Source: an optimization exercise on an open RTL-to-GDS flow (aim: a short achievable clock period and few clock cycles). Production flows keep margins and buffers that such runs may drop. Only simulation tests tie the RTL to the original design; equivalence was not proved.

==> inputs of v22 <==
Design RISC_V, start of the top module:
module RISC_V (
    input  clk,
    input  reset,
    input  [31:0] instructions,
    input  [31:0] ram_data_in,
    output [31:0] PC_current,
    output RAM_write,RAM_read,
    output [1:0]  data_type,
    output [31:0] ram_address,
    output [31:0] ram_data_out
);
    wire [31:0] PC_next, next_address, imm_address;
    wire PC_EN;
    wire [6:0] opcode = instructions[6:0];
    wire [6:0] funct7 = instructions[31:25];
    wire [2:0] funct3 = instructions[14:12];
    wire [4:0] read_address1 = instructions[19:15];
    wire [4:0] read_address2 = instructions[24:20];
    wire [4:0] write_address = instructions[11:7];
    wire [31:0] immediate;
    wire [31:0] read_data1, read_data2;
    wire [31:0] reg_data;
    wire [2:0] reg_sel;
    wire reg_write;
    wire [31:0] ALU_result;
    wire ALU_zero, ALU_sign, ALU_ovf;
    wire [31:0] ALU_src_data;
    wire [3:0] OP;
    wire [1:0] ALU_OP;
  ...
==> module RISC_V, before the edit <==
module RISC_V (
    input  clk,
    input  reset,
    input  [31:0] instructions,
    input  [31:0] ram_data_in,
    output [31:0] PC_current,
    output RAM_write,RAM_read,
    output [1:0]  data_type,
    output [31:0] ram_address,
    output [31:0] ram_data_out
);
    wire [31:0] PC_next, next_address, imm_address;
    wire PC_EN;
    wire [6:0] opcode = instructions[6:0];
    wire [6:0] funct7 = instructions[31:25];
    wire [2:0] funct3 = instructions[14:12];
    wire [4:0] read_address1 = instructions[19:15];
    wire [4:0] read_address2 = instructions[24:20];
    wire [4:0] write_address = instructions[11:7];
    wire [31:0] immediate;
    wire [31:0] read_data1, read_data2;
    wire [31:0] reg_data;
    wire [2:0] reg_sel;
    wire reg_write;
    wire [31:0] ALU_result;
    wire ALU_zero, ALU_sign, ALU_ovf;
    wire [31:0] ALU_src_data;
    wire [3:0] OP;
    wire [1:0] ALU_OP;
    wire [31:0] ram_data;
    wire [1:0] CU_branch;
    wire BU_branch;
    wire [1:0] branch_op;
    PC PC_unit (
        .clk(clk),
        .PC_EN(PC_EN),
        .reset(reset),
        .branch_offset(immediate),
        .Q_next(PC_next),
        .address(PC_current),
        .next_address(next_address),
        .imm_address(imm_address)
    );
    Branch_unit Branch_Unit (
        .zero(ALU_zero), 
        .sign(ALU_sign),
        .ovf(ALU_ovf),
        .BR_control(branch_op),
        .Branch(BU_branch)
    );
    MUX_3x1 #(.n(32)) PC_MUX (
        .w1(ALU_result),
        .w2(imm_address),
        .w3(next_address),
        .s({CU_branch[1], CU_branch[0] & BU_branch}),
        .f(PC_next)
    );
    imm_gen immediate_generator (
        .instructions(instructions),
        .immediate(immediate)
    );
    Register_file Register_File (
        .clk(clk),
        .reset(reset),
        .write_EN(reg_write),
        .read_address1(read_address1),
        .read_address2(read_address2),
        .write_address(write_address),
        .write_data(reg_data),
        .read_data1(read_data1),
        .read_data2(read_data2)
    );
    MUX_5x1 #(.n(32)) Mux5 (
        .w1(ALU_result),
        .w2(ram_data),
        .w3(next_address),
        .w4(immediate),
        .w5(imm_address),
        .s(reg_sel),
        .f(reg_data)
    );
    MUX_2x1 #(.n(32)) ALU_Src (
        .w1(read_data2),
        .w2(immediate),
        .s(ALU_src),
        .f(ALU_src_data)
    );
    ALU ALU_unit (
        .reset(reset),
        .A_(read_data1),
        .B_(ALU_src_data),
        .OP(OP),
        .result(ALU_result),
        .zero(ALU_zero),
        .sign(ALU_sign),
        .ovf(ALU_ovf)
    );
    ALU_control ALU_Control (
        .funct7(funct7),
        .funct3(funct3),
        .ALU_OP(ALU_OP),
        .OP(OP),
        .BR(branch_op),
        .data_type(data_type)
    );
    CU CU_unit (
        .clk(clk),
        .reset(reset),
        .opcode(opcode),
        .PC_EN(PC_EN),
        .ALU_OP(ALU_OP),
        .mem_to_reg(reg_sel),
        .ALU_src(ALU_src),
        .mem_read(RAM_read),
        .mem_write(RAM_write),
        .reg_write(reg_write),
        .branch(CU_branch)
    );
     assign ram_data= ram_data_in;
     assign ram_data_out = read_data2;
     assign ram_address = ALU_result;
endmodule
Settings: LEC_CHECK=0, CAP_MARGIN=20, CORE_MARGIN=2, CORE_UTILIZATION=40, SLEW_MARGIN=20; clock period 260.0 ns.
run.sh (not shown) runs the stock make flow with config.mk's settings and CLKGATE_MAP_FILE= SYNTH_SCRIPT=/design/flow/synth_recipe.tcl, a recipe that flattens the netlist after the stock synthesis.
==> v28: changes against v22 <==
--- a/flow/design.v
+++ b/flow/design.v
@@ -664,5 +664,5 @@
     );
      assign ram_data= ram_data_in;
      assign ram_data_out = read_data2;
-     assign ram_address = ALU_result;
+     assign ram_address = read_data1 + immediate;
 endmodule
==> comparison table <==
metric                                                                             v22                       v28
Complex-gate fraction of the synthesized area                                   22.81%                    20.95%
Crit path arrival time                                                       159620 ps                 159680 ps
Area share of the largest cell type after synthesis                             24.05%                    23.37%
Non-clock buffer count                                                             682                       669
Cell count of the worst reg-to-reg path                                            378                       376
Beginning of the worst register-to-register path               Register_File.Q[23][13]   Register_File.Q[30][22]
Result of the run                                             timing/DRC/antenna clean  timing/DRC/antenna clean
Number of nets in the finished design                                            15250                     15630
Adder-Cell Fraction of Synth Area                                               17.44%                    17.32%
Clock buffers created by TritonCTS                                                 107                       114
R2r setup slk                                                                149740 ps                 153350 ps
Critical path endpoint                                                  ram_address[0]  PC_unit.PC_reg.Q_reg[26]
Endpoint of the most critical register-to-register path       PC_unit.PC_reg.Q_reg[23]  PC_unit.PC_reg.Q_reg[26]
Maximum number of pins on one net before global-route repair                       162                       144
XOR/XNOR Fraction of Synth Area                                                 4.074%                    3.835%
Routed wire length                                                      681600 microns            670000 microns
Pre-Repair DR Iteration Count                                                       11                        10
Number of multi-input combinational cells in the layout                          11330                     11660
Sequential cell area fraction in the yosys report                               24.05%                    23.37%
Detailed Place HPWL                                                     482700 microns            481200 microns
Area of combinational cells with multiple inputs                           78080 sq um               80590 sq um
Layout fillers                                                                   27910                     28800
Share of synthesized area spent on multiplexers                                 2.183%                    3.058%
Met1 layer usage reported by global route                                       55.11%                    53.20%
Slew at the pin closest to its max-slew limit                                  1384 ps                   1386 ps
Testbench counts of v22, summed over its fixed seeds: cycles 137,038.
Testbench counts of v28, summed over its fixed seeds: cycles 137,038.

==> what the ideal ports hide <==
How much do the figures lean on ideal ports? The routed layouts below were timed once more, with nothing changed but the port constraints.
Step 1 (the two cells are an assumption about what drives the block):
set clk [get_ports {clk}]
set_driving_cell -lib_cell sky130_fd_sc_hd__clkbuf_16 $clk
set_driving_cell -lib_cell sky130_fd_sc_hd__buf_2 [delete_from_list [all_inputs] $clk]
Step 2 times the ports against the registers' clock, not the clock port: input delays grow and output delays shrink by t, the midpoint of the rising clock arrivals with the driver on.
a / b / c = ideal / step 1 / step 2; a / b = the first two.
run	t, ns	slack for setup (ns)	worst setup path after step 2	cell pins on the clock port's net
v22	0.840	48.377 / 48.347 / 48.347	input to output	1
v28	0.890	101.021 / 101.086 / 100.196	input to register	1
After both steps every run listed still meets setup and hold. The setup slack of v28, which loses most, moves by +0.065 ns with the drivers and by -0.825 ns with both steps.
